This is an optimization exercise on Yosys and OpenROAD, whose aim is small area, a short achievable clock period and few clock cycles per item, not a production implementation.
Where RTL was checked, it was by simulation tests only, not by an equivalence proof against the original.
The clock port is modelled as an ideal driver; clocking choices that lean on that would not hold on a real chip.
Power is estimated from default activity; no workload was simulated.

==> 01-14 <==
## systolic_array_controller
module systolic_array_controller (
	input clk,
	input rst_n,
	input [3:0] a11, a12, a21, a22,
	input [3:0] b11, b12, b21, b22,
	input in_valid,
	output logic [8:0] c11, c12, c21, c22,
	output logic out_valid
);
clock: 5.0 ns
lec_check: 0
cap_margin: 20
core_margin: 2
core_utilization: 40
slew_margin: 20
synth_hierarchical: 1
synth_minimum_keep_size: 0
standard.sh (not shown) runs the stock make flow with config.mk's settings and CLKGATE_MAP_FILE= SYNTH_SCRIPT=/design/flow/synth_recipe.tcl, a recipe that flattens the netlist after the stock synthesis.
==> flow/flow/run.sh <==
#!/bin/bash
# Own layout flow: the standard layout (standard.sh), with the port buffers
# made from sky130_fd_sc_hd__buf_1 instead of the resizer's default choice.
# make's full output (yosys, openroad, ...) goes to make_finish.log here; ORFS
# keeps each step's own log under orfs/logs/.
set -euo pipefail
export BUFFER_PORTS_ARGS="-buffer_cell sky130_fd_sc_hd__buf_1"
bash standard.sh finish > make_finish.log 2>&1
==> 08-17: changes against 01-14 <==
--- a/flow/config.mk
+++ b/flow/config.mk
@@ -9,3 +9,3 @@
 export CORE_MARGIN = 2
-export CORE_UTILIZATION = 40
+export CORE_UTILIZATION = 80
 export SLEW_MARGIN = 20
==> 11-19: changes against 01-14 <==
--- a/flow/config.mk
+++ b/flow/config.mk
@@ -9,3 +9,4 @@
 export CORE_MARGIN = 2
-export CORE_UTILIZATION = 40
+export CORE_UTILIZATION = 65
+export CTS_BUF_LIST = sky130_fd_sc_hd__clkbuf_8
 export SLEW_MARGIN = 20
==> comparison <==
Between 11-19 and 08-17, the lower clock power is in 11-19 (gap about 3%, measured against 08-17).
Clock skew: 08-17 is higher than 01-14 (0.0037 ns).
Between 11-19 and 08-17, the lower core utilization is in 11-19 (gap 16 points).
Worst hold slack: 01-14 < 11-19 < 08-17.
Maximum frequency: 01-14 > 11-19 > 08-17.
The highest via count belongs to 08-17, the lowest to 01-14.
The lowest combinational power belongs to 01-14, the highest to 08-17.
In non-clock buffer count, 11-19 and 08-17 do not differ.
11-19 produced a clean layout. 01-14 passed the timing, DRC and antenna checks. 08-17 ran to the end with no violations.
Against 11-19, the power of 01-14 is higher by about 8%.
Function was not checked in any run of this note: the RTL went through the layout flow alone.

---

==> run D: inputs <==
Another version of the RTL of systolic_array_controller (not shown whole).
Settings: LEC_CHECK=0, CAP_MARGIN=20, CORE_MARGIN=2, CORE_UTILIZATION=65, CTS_BUF_LIST=sky130_fd_sc_hd__clkbuf_8, SETUP_SLACK_MARGIN=2.8, SLEW_MARGIN=20, SYNTH_HIERARCHICAL=1, SYNTH_MINIMUM_KEEP_SIZE=0; clock period 5.0 ns.
Scripts as last shown in full above: flow/flow/run.sh
==> run Z: changes against run D <==
--- a/flow/config.mk
+++ b/flow/config.mk
@@ -9,7 +9,6 @@
 export CORE_MARGIN = 2
 export CORE_UTILIZATION = 65
 export CTS_BUF_LIST = sky130_fd_sc_hd__clkbuf_8
-export SETUP_SLACK_MARGIN = 2.8
 export SLEW_MARGIN = 20
 export SYNTH_HIERARCHICAL = 1
 export SYNTH_MINIMUM_KEEP_SIZE = 0
==> run notes <==
In run D the clock-buffer cell count is lower than in run Z, by 1. Of run D and run Z, run D has the higher wire length (gap 7.3%, measured against run Z). In run D the sequential share of layout area is lower than in run Z, by 2.6 points. In die area, run Z and run D do not differ. Critical path depth is the same in run Z and run D.
Function was not checked in any run of this note: the RTL went through the layout flow alone.

---

==> build 38 <==
systolic_array_controller, a different RTL version from the one above (not shown whole).
==> flow/config.mk <==
export PLATFORM = sky130hd
export DESIGN_NAME = systolic_array_controller
export DESIGN_NICKNAME = systolic_array_controller
export VERILOG_FILES = /design/flow/design.v
export SDC_FILE = /design/flow/constraint.sdc
export NUM_CORES = 4
export LEC_CHECK = 0
export CAP_MARGIN = 20
export CORE_MARGIN = 2
export CORE_UTILIZATION = 65
export CTS_BUF_LIST = sky130_fd_sc_hd__clkbuf_8
export SLEW_MARGIN = 20
export SYNTH_HIERARCHICAL = 1
export SYNTH_MINIMUM_KEEP_SIZE = 0
==> flow/constraint.sdc <==
create_clock -name core_clock -period 5.0 [get_ports {clk}]
set_input_delay 1.0000 -clock core_clock [delete_from_list [all_inputs] [get_ports {clk}]]
set_output_delay 1.0000 -clock core_clock [all_outputs]
set_load 0.01 [all_outputs]
Scripts as last shown in full above: flow/flow/run.sh
==> trial 96: changes against build 38 <==
--- a/flow/design.v
+++ b/flow/design.v
@@ -2,16 +2,19 @@
 module fa3 (input a, b, c, output s, co);
 assign s  = a ^ b ^ c;
 assign co = (a & b) | (a & c) | (b & c);
 endmodule
 module ha2 (input a, b, output s, co);
 assign s  = a ^ b;
 assign co = a & b;
 endmodule
+module xn2 (input a, b, output y);
+assign y = ~(a ^ b);
+endmodule
 `timescale 1ns / 1ps
 `timescale 1ns / 1ps
 `timescale 1ns / 1ps
 module systolic_array_controller (
 	input clk,
 	input rst_n,
 	input [3:0] a11, a12, a21, a22,
 	input [3:0] b11, b12, b21, b22,
@@ -39,19 +42,19 @@
 fa3 c11_u7 (.a(c11_k2), .b(c11_s4), .c(c11_s5), .s(c11_m[7]), .co(c11_m[10]));
 fa3 c11_u8 (.a(~(a11[1] & b11[3])), .b(~(a11[2] & b11[2])), .c(~(a11[3] & b11[1])), .s(c11_s8), .co(c11_k8));
 fa3 c11_u9 (.a(~(a12[1] & b21[3])), .b(~(a12[2] & b21[2])), .c(~(a12[3] & b21[1])), .s(c11_m[8]), .co(c11_k9));
 fa3 c11_u10 (.a(c11_k4), .b(c11_k5), .c(c11_s8), .s(c11_m[11]), .co(c11_m[13]));
 fa3 c11_u11 (.a(~(a11[2] & b11[3])), .b(~(a11[3] & b11[2])), .c(~(a12[2] & b21[3])), .s(c11_m[12]), .co(c11_k11));
 fa3 c11_u12 (.a(~(a12[3] & b21[2])), .b(c11_k8), .c(c11_k9), .s(c11_m[14]), .co(c11_m[15]));
 fa3 c11_u13 (.a(~(a11[3] & b11[3])), .b(~(a12[3] & b21[3])), .c(c11_k11), .s(c11_m[16]), .co(c11_m[17]));
 wire c11_2s0, c11_2k0, c11_2s1, c11_2k1, c11_2s2, c11_2k2, c11_2s3, c11_2k3, c11_2s4, c11_2k4, c11_2s5, c11_2k5;
-fa3 c11_2u0 (.a(c11_q[8]), .b(c11_q[9]), .c(1'b1), .s(c11_2s0), .co(c11_2k0));
-fa3 c11_2u1 (.a(c11_q[12]), .b(c11_q[13]), .c(1'b1), .s(c11_2s1), .co(c11_2k1));
-fa3 c11_2u2 (.a(c11_q[5]), .b(c11_q[6]), .c(1'b1), .s(c11_2s2), .co(c11_2k2));
+fa3 c11_2u0 (.a(1'b1), .b(c11_q[8]), .c(c11_q[9]), .s(c11_2s0), .co(c11_2k0));
+fa3 c11_2u1 (.a(1'b1), .b(c11_q[12]), .c(c11_q[13]), .s(c11_2s1), .co(c11_2k1));
+fa3 c11_2u2 (.a(1'b1), .b(c11_q[5]), .c(c11_q[6]), .s(c11_2s2), .co(c11_2k2));
 fa3 c11_2u3 (.a(c11_q[10]), .b(c11_q[11]), .c(c11_2s0), .s(c11_2s3), .co(c11_2k3));
 fa3 c11_2u4 (.a(c11_q[14]), .b(c11_2k0), .c(c11_2s1), .s(c11_2s4), .co(c11_2k4));
 fa3 c11_2u5 (.a(c11_q[15]), .b(c11_q[16]), .c(c11_2k1), .s(c11_2s5), .co(c11_2k5));
 wire [8:0] c11_d;
 wire c11_ak0, c11_ap0, c11_ak1, c11_ap1, c11_ak3, c11_ap3, c11_ak4, c11_ap4, c11_ak5, c11_ap5, c11_ak6, c11_ap6, c11_ak7, c11_ap7, c11_aK0_1, c11_aP0_1, c11_aK0_3, c11_aP0_3, c11_aK0_5, c11_aP0_5, c11_aK0_7, c11_aP0_7, c11_aK0_9, c11_aP0_9, c11_aK1_2, c11_aP1_2, c11_aK1_3, c11_aP1_3, c11_aK1_6, c11_aP1_6, c11_aK1_7, c11_aP1_7, c11_aK2_4, c11_aP2_4, c11_aK2_5, c11_aP2_5, c11_aK2_6, c11_aP2_6, c11_aK2_7, c11_aP2_7, c11_aK3_8, c11_aP3_8, c11_aK3_9, c11_aP3_9;
 ha2 c11_ah0 (.a(c11_q[0]), .b(c11_q[1]), .s(c11_ap0), .co(c11_ak0));
 ha2 c11_ah1 (.a(c11_q[2]), .b(c11_q[3]), .s(c11_ap1), .co(c11_ak1));
 ha2 c11_ah3 (.a(c11_2s2), .b(c11_q[7]), .s(c11_ap3), .co(c11_ak3));
@@ -113,19 +116,19 @@
 fa3 c12_u7 (.a(c12_k2), .b(c12_s4), .c(c12_s5), .s(c12_m[7]), .co(c12_m[10]));
 fa3 c12_u8 (.a(~(a11[1] & b12[3])), .b(~(a11[2] & b12[2])), .c(~(a11[3] & b12[1])), .s(c12_s8), .co(c12_k8));
 fa3 c12_u9 (.a(~(a12[1] & b22[3])), .b(~(a12[2] & b22[2])), .c(~(a12[3] & b22[1])), .s(c12_m[8]), .co(c12_k9));
 fa3 c12_u10 (.a(c12_k4), .b(c12_k5), .c(c12_s8), .s(c12_m[11]), .co(c12_m[13]));
 fa3 c12_u11 (.a(~(a11[2] & b12[3])), .b(~(a11[3] & b12[2])), .c(~(a12[2] & b22[3])), .s(c12_m[12]), .co(c12_k11));
 fa3 c12_u12 (.a(~(a12[3] & b22[2])), .b(c12_k8), .c(c12_k9), .s(c12_m[14]), .co(c12_m[15]));
 fa3 c12_u13 (.a(~(a11[3] & b12[3])), .b(~(a12[3] & b22[3])), .c(c12_k11), .s(c12_m[16]), .co(c12_m[17]));
 wire c12_2s0, c12_2k0, c12_2s1, c12_2k1, c12_2s2, c12_2k2, c12_2s3, c12_2k3, c12_2s4, c12_2k4, c12_2s5, c12_2k5;
-fa3 c12_2u0 (.a(c12_q[8]), .b(c12_q[9]), .c(1'b1), .s(c12_2s0), .co(c12_2k0));
-fa3 c12_2u1 (.a(c12_q[12]), .b(c12_q[13]), .c(1'b1), .s(c12_2s1), .co(c12_2k1));
-fa3 c12_2u2 (.a(c12_q[5]), .b(c12_q[6]), .c(1'b1), .s(c12_2s2), .co(c12_2k2));
+fa3 c12_2u0 (.a(1'b1), .b(c12_q[8]), .c(c12_q[9]), .s(c12_2s0), .co(c12_2k0));
+fa3 c12_2u1 (.a(1'b1), .b(c12_q[12]), .c(c12_q[13]), .s(c12_2s1), .co(c12_2k1));
+fa3 c12_2u2 (.a(1'b1), .b(c12_q[5]), .c(c12_q[6]), .s(c12_2s2), .co(c12_2k2));
 fa3 c12_2u3 (.a(c12_q[10]), .b(c12_q[11]), .c(c12_2s0), .s(c12_2s3), .co(c12_2k3));
 fa3 c12_2u4 (.a(c12_q[14]), .b(c12_2k0), .c(c12_2s1), .s(c12_2s4), .co(c12_2k4));
 fa3 c12_2u5 (.a(c12_q[15]), .b(c12_q[16]), .c(c12_2k1), .s(c12_2s5), .co(c12_2k5));
 wire [8:0] c12_d;
 wire c12_ak0, c12_ap0, c12_ak1, c12_ap1, c12_ak3, c12_ap3, c12_ak4, c12_ap4, c12_ak5, c12_ap5, c12_ak6, c12_ap6, c12_ak7, c12_ap7, c12_aK0_1, c12_aP0_1, c12_aK0_3, c12_aP0_3, c12_aK0_5, c12_aP0_5, c12_aK0_7, c12_aP0_7, c12_aK0_9, c12_aP0_9, c12_aK1_2, c12_aP1_2, c12_aK1_3, c12_aP1_3, c12_aK1_6, c12_aP1_6, c12_aK1_7, c12_aP1_7, c12_aK2_4, c12_aP2_4, c12_aK2_5, c12_aP2_5, c12_aK2_6, c12_aP2_6, c12_aK2_7, c12_aP2_7, c12_aK3_8, c12_aP3_8, c12_aK3_9, c12_aP3_9;
 ha2 c12_ah0 (.a(c12_q[0]), .b(c12_q[1]), .s(c12_ap0), .co(c12_ak0));
 ha2 c12_ah1 (.a(c12_q[2]), .b(c12_q[3]), .s(c12_ap1), .co(c12_ak1));
 ha2 c12_ah3 (.a(c12_2s2), .b(c12_q[7]), .s(c12_ap3), .co(c12_ak3));
@@ -187,19 +190,19 @@
 fa3 c21_u7 (.a(c21_k2), .b(c21_s4), .c(c21_s5), .s(c21_m[7]), .co(c21_m[10]));
 fa3 c21_u8 (.a(~(a21[1] & b11[3])), .b(~(a21[2] & b11[2])), .c(~(a21[3] & b11[1])), .s(c21_s8), .co(c21_k8));
 fa3 c21_u9 (.a(~(a22[1] & b21[3])), .b(~(a22[2] & b21[2])), .c(~(a22[3] & b21[1])), .s(c21_m[8]), .co(c21_k9));
 fa3 c21_u10 (.a(c21_k4), .b(c21_k5), .c(c21_s8), .s(c21_m[11]), .co(c21_m[13]));
 fa3 c21_u11 (.a(~(a21[2] & b11[3])), .b(~(a21[3] & b11[2])), .c(~(a22[2] & b21[3])), .s(c21_m[12]), .co(c21_k11));
 fa3 c21_u12 (.a(~(a22[3] & b21[2])), .b(c21_k8), .c(c21_k9), .s(c21_m[14]), .co(c21_m[15]));
 fa3 c21_u13 (.a(~(a21[3] & b11[3])), .b(~(a22[3] & b21[3])), .c(c21_k11), .s(c21_m[16]), .co(c21_m[17]));
 wire c21_2s0, c21_2k0, c21_2s1, c21_2k1, c21_2s2, c21_2k2, c21_2s3, c21_2k3, c21_2s4, c21_2k4, c21_2s5, c21_2k5;
-fa3 c21_2u0 (.a(c21_q[8]), .b(c21_q[9]), .c(1'b1), .s(c21_2s0), .co(c21_2k0));
-fa3 c21_2u1 (.a(c21_q[12]), .b(c21_q[13]), .c(1'b1), .s(c21_2s1), .co(c21_2k1));
-fa3 c21_2u2 (.a(c21_q[5]), .b(c21_q[6]), .c(1'b1), .s(c21_2s2), .co(c21_2k2));
+fa3 c21_2u0 (.a(1'b1), .b(c21_q[8]), .c(c21_q[9]), .s(c21_2s0), .co(c21_2k0));
+fa3 c21_2u1 (.a(1'b1), .b(c21_q[12]), .c(c21_q[13]), .s(c21_2s1), .co(c21_2k1));
+fa3 c21_2u2 (.a(1'b1), .b(c21_q[5]), .c(c21_q[6]), .s(c21_2s2), .co(c21_2k2));
 fa3 c21_2u3 (.a(c21_q[10]), .b(c21_q[11]), .c(c21_2s0), .s(c21_2s3), .co(c21_2k3));
 fa3 c21_2u4 (.a(c21_q[14]), .b(c21_2k0), .c(c21_2s1), .s(c21_2s4), .co(c21_2k4));
 fa3 c21_2u5 (.a(c21_q[15]), .b(c21_q[16]), .c(c21_2k1), .s(c21_2s5), .co(c21_2k5));
 wire [8:0] c21_d;
 wire c21_ak0, c21_ap0, c21_ak1, c21_ap1, c21_ak3, c21_ap3, c21_ak4, c21_ap4, c21_ak5, c21_ap5, c21_ak6, c21_ap6, c21_ak7, c21_ap7, c21_aK0_1, c21_aP0_1, c21_aK0_3, c21_aP0_3, c21_aK0_5, c21_aP0_5, c21_aK0_7, c21_aP0_7, c21_aK0_9, c21_aP0_9, c21_aK1_2, c21_aP1_2, c21_aK1_3, c21_aP1_3, c21_aK1_6, c21_aP1_6, c21_aK1_7, c21_aP1_7, c21_aK2_4, c21_aP2_4, c21_aK2_5, c21_aP2_5, c21_aK2_6, c21_aP2_6, c21_aK2_7, c21_aP2_7, c21_aK3_8, c21_aP3_8, c21_aK3_9, c21_aP3_9;
 ha2 c21_ah0 (.a(c21_q[0]), .b(c21_q[1]), .s(c21_ap0), .co(c21_ak0));
 ha2 c21_ah1 (.a(c21_q[2]), .b(c21_q[3]), .s(c21_ap1), .co(c21_ak1));
 ha2 c21_ah3 (.a(c21_2s2), .b(c21_q[7]), .s(c21_ap3), .co(c21_ak3));
@@ -261,19 +264,19 @@
 fa3 c22_u7 (.a(c22_k2), .b(c22_s4), .c(c22_s5), .s(c22_m[7]), .co(c22_m[10]));
 fa3 c22_u8 (.a(~(a21[1] & b12[3])), .b(~(a21[2] & b12[2])), .c(~(a21[3] & b12[1])), .s(c22_s8), .co(c22_k8));
 fa3 c22_u9 (.a(~(a22[1] & b22[3])), .b(~(a22[2] & b22[2])), .c(~(a22[3] & b22[1])), .s(c22_m[8]), .co(c22_k9));
 fa3 c22_u10 (.a(c22_k4), .b(c22_k5), .c(c22_s8), .s(c22_m[11]), .co(c22_m[13]));
 fa3 c22_u11 (.a(~(a21[2] & b12[3])), .b(~(a21[3] & b12[2])), .c(~(a22[2] & b22[3])), .s(c22_m[12]), .co(c22_k11));
 fa3 c22_u12 (.a(~(a22[3] & b22[2])), .b(c22_k8), .c(c22_k9), .s(c22_m[14]), .co(c22_m[15]));
 fa3 c22_u13 (.a(~(a21[3] & b12[3])), .b(~(a22[3] & b22[3])), .c(c22_k11), .s(c22_m[16]), .co(c22_m[17]));
 wire c22_2s0, c22_2k0, c22_2s1, c22_2k1, c22_2s2, c22_2k2, c22_2s3, c22_2k3, c22_2s4, c22_2k4, c22_2s5, c22_2k5;
-fa3 c22_2u0 (.a(c22_q[8]), .b(c22_q[9]), .c(1'b1), .s(c22_2s0), .co(c22_2k0));
-fa3 c22_2u1 (.a(c22_q[12]), .b(c22_q[13]), .c(1'b1), .s(c22_2s1), .co(c22_2k1));
-fa3 c22_2u2 (.a(c22_q[5]), .b(c22_q[6]), .c(1'b1), .s(c22_2s2), .co(c22_2k2));
+fa3 c22_2u0 (.a(1'b1), .b(c22_q[8]), .c(c22_q[9]), .s(c22_2s0), .co(c22_2k0));
+fa3 c22_2u1 (.a(1'b1), .b(c22_q[12]), .c(c22_q[13]), .s(c22_2s1), .co(c22_2k1));
+fa3 c22_2u2 (.a(1'b1), .b(c22_q[5]), .c(c22_q[6]), .s(c22_2s2), .co(c22_2k2));
 fa3 c22_2u3 (.a(c22_q[10]), .b(c22_q[11]), .c(c22_2s0), .s(c22_2s3), .co(c22_2k3));
 fa3 c22_2u4 (.a(c22_q[14]), .b(c22_2k0), .c(c22_2s1), .s(c22_2s4), .co(c22_2k4));
 fa3 c22_2u5 (.a(c22_q[15]), .b(c22_q[16]), .c(c22_2k1), .s(c22_2s5), .co(c22_2k5));
 wire [8:0] c22_d;
 wire c22_ak0, c22_ap0, c22_ak1, c22_ap1, c22_ak3, c22_ap3, c22_ak4, c22_ap4, c22_ak5, c22_ap5, c22_ak6, c22_ap6, c22_ak7, c22_ap7, c22_aK0_1, c22_aP0_1, c22_aK0_3, c22_aP0_3, c22_aK0_5, c22_aP0_5, c22_aK0_7, c22_aP0_7, c22_aK0_9, c22_aP0_9, c22_aK1_2, c22_aP1_2, c22_aK1_3, c22_aP1_3, c22_aK1_6, c22_aP1_6, c22_aK1_7, c22_aP1_7, c22_aK2_4, c22_aP2_4, c22_aK2_5, c22_aP2_5, c22_aK2_6, c22_aP2_6, c22_aK2_7, c22_aP2_7, c22_aK3_8, c22_aP3_8, c22_aK3_9, c22_aP3_9;
 ha2 c22_ah0 (.a(c22_q[0]), .b(c22_q[1]), .s(c22_ap0), .co(c22_ak0));
 ha2 c22_ah1 (.a(c22_q[2]), .b(c22_q[3]), .s(c22_ap1), .co(c22_ak1));
 ha2 c22_ah3 (.a(c22_2s2), .b(c22_q[7]), .s(c22_ap3), .co(c22_ak3));
==> flow/flow/run.sh (replaced) <==
#!/bin/bash
# Own layout flow: the standard layout (standard.sh) with two changes:
# - the port buffers are sky130_fd_sc_hd__buf_1 instead of the resizer's default;
# - before CTS, flow/skew.tcl gives the output registers their own clock buffer,
#   so that their clock arrives later (useful skew for the stage-2 paths).
# make's full output (yosys, openroad, ...) goes to make_finish.log here; ORFS
# keeps each step's own log under orfs/logs/.
set -euo pipefail
export BUFFER_PORTS_ARGS="-buffer_cell sky130_fd_sc_hd__buf_1"
export PRE_CTS_TCL="$PWD/flow/skew.tcl"
bash standard.sh finish > make_finish.log 2>&1
==> flow/flow/skew.tcl (new file) <==
# Runs just before clock tree synthesis (PRE_CTS_TCL).  The output registers
# (c11..c22 and out_valid) get their clock through one extra clock buffer, so
# their clock arrives later than that of the stage-1 registers (useful skew
# for the register-to-register paths of stage 2).  CTS then builds the clock
# tree for both nets.
set block [ord::get_db_block]
set db [ord::get_db]
set master [$db findMaster sky130_fd_sc_hd__clkbuf_2]
set clk [$block findNet clk]
set regs {}
set sx 0
set sy 0
foreach inst [$block getInsts] {
  if {[regexp {^(c(11|12|21|22)\\?\[[0-9]+\\?\]|out_valid)\$_DFF} [$inst getName]]} {
    lappend regs $inst
    set b [$inst getBBox]
    set sx [expr {$sx + ([$b xMin] + [$b xMax]) / 2}]
    set sy [expr {$sy + ([$b yMin] + [$b yMax]) / 2}]
  }
}
set n [llength $regs]
puts "skew.tcl: $n output registers"
set buf [odb::dbInst_create $block $master clkskew_buf]
set net [odb::dbNet_create $block clk_out_regs]
$net setSigType CLOCK
[$buf findITerm A] connect $clk
[$buf findITerm X] connect $net
foreach inst $regs {
  set it [$inst findITerm CLK]
  $it disconnect
  $it connect $net
}
$buf setLocation [expr {$sx / $n}] [expr {$sy / $n}]
$buf setPlacementStatus PLACED
==> run notes <==
item                                                                                      trial 96    build 38
Multi-input gates                                                                              336         334
Clock Pin Slew Worst Setup and Hold Paths                                                  0.08 ns     0.10 ns
Routed wirelength normalized by instance count                                             15.3 um     14.6 um
Cell count after synthesis                                                                     479         478
R2R Setup Slk                                                                              2.57 ns     2.47 ns
Required time at the worst-slack endpoint                                                  5.56 ns     5.28 ns
Logic pwr share                                                                              35.8%       38.7%
Sequential cell fraction of total power                                                      38.7%       43.1%
Post-Layout Cell Count                                                                         663         649
Mean number of vias per cell                                                                  5.25        5.15
Number of inserted filler cells in the final layout                                            597         627
Global-route usage over all layers                                                           25.9%       24.0%
M1 wire length                                                                             3950 um     3790 um
Run status                                                                timing/DRC/antenna clean  timing/DRC/antenna clean
DRC marker count from the first detailed-route iteration                                       183         146
Wire length of the first global-routing pass                                             17,000 um   16,200 um
Static Leakage                                                                             2.48 nW     2.38 nW
Simple-gate share of the synthesized area                                                    12.9%       12.3%
Data arrival time at the worst-slack endpoint                                              2.99 ns     2.80 ns
XOR/XNOR Fraction of Synth Area                                                              2.57%       2.57%
Maximum number of pins on one net before global-route repair                                    13          18
Share of the core filled with cells                                                          74.8%       72.8%
Share of total power consumed by net switching                                               34.1%       35.2%
Fin Hold WS                                                                               0.152 ns    0.381 ns
Post-synthesis share of cell area spent on full adders, half adders and majority gates       38.6%       38.6%
Testbench counts of build 38, summed over its fixed seeds: cycles 1,216, items 1,200.
Testbench counts of trial 96, summed over its fixed seeds: cycles 1,216, items 1,200.

## re-timing with driven ports
The results above use ideal ports. As a check the final layouts listed here were re-extracted and re-timed, cells and wires unchanged. Step 1 assumes that a clkbuf_16 drives the clock port and a buf_2 every other input. Step 2 times the ports against the registers' clock, not the clock port: input delays grow and output delays shrink by t, the midpoint of the rising clock arrivals with the driver on. Slacks: ideal ports / drivers / drivers and shift; pairs: ideal ports / drivers.
run	t (ns)	slack for setup (ns)	hold slack, ns	pins driven straight from the clock port
01-14	0.387	2.342 / 2.342 / 2.331	0.364 / 0.364 / 0.364	1
08-17	0.402	2.213 / 2.213 / 2.204	0.367 / 0.367 / 0.367	1
11-19	0.402	2.325 / 2.325 / 2.325	0.365 / 0.365 / 0.365	1
run D	0.396	2.582 / 2.582 / 2.413	0.364 / 0.364 / 0.364	1
run Z	0.391	2.522 / 2.522 / 2.334	0.385 / 0.385 / 0.385	1
build 38	0.391	2.473 / 2.473 / 2.339	0.381 / 0.381 / 0.381	1
trial 96	0.631	2.568 / 2.568 / 2.316	0.152 / 0.139 / 0.329	2
After both steps setup and hold are still met in every run listed. For trial 96, which loses most, drivers alone change the setup slack by 0.000 ns; drivers and shift together by -0.252 ns.
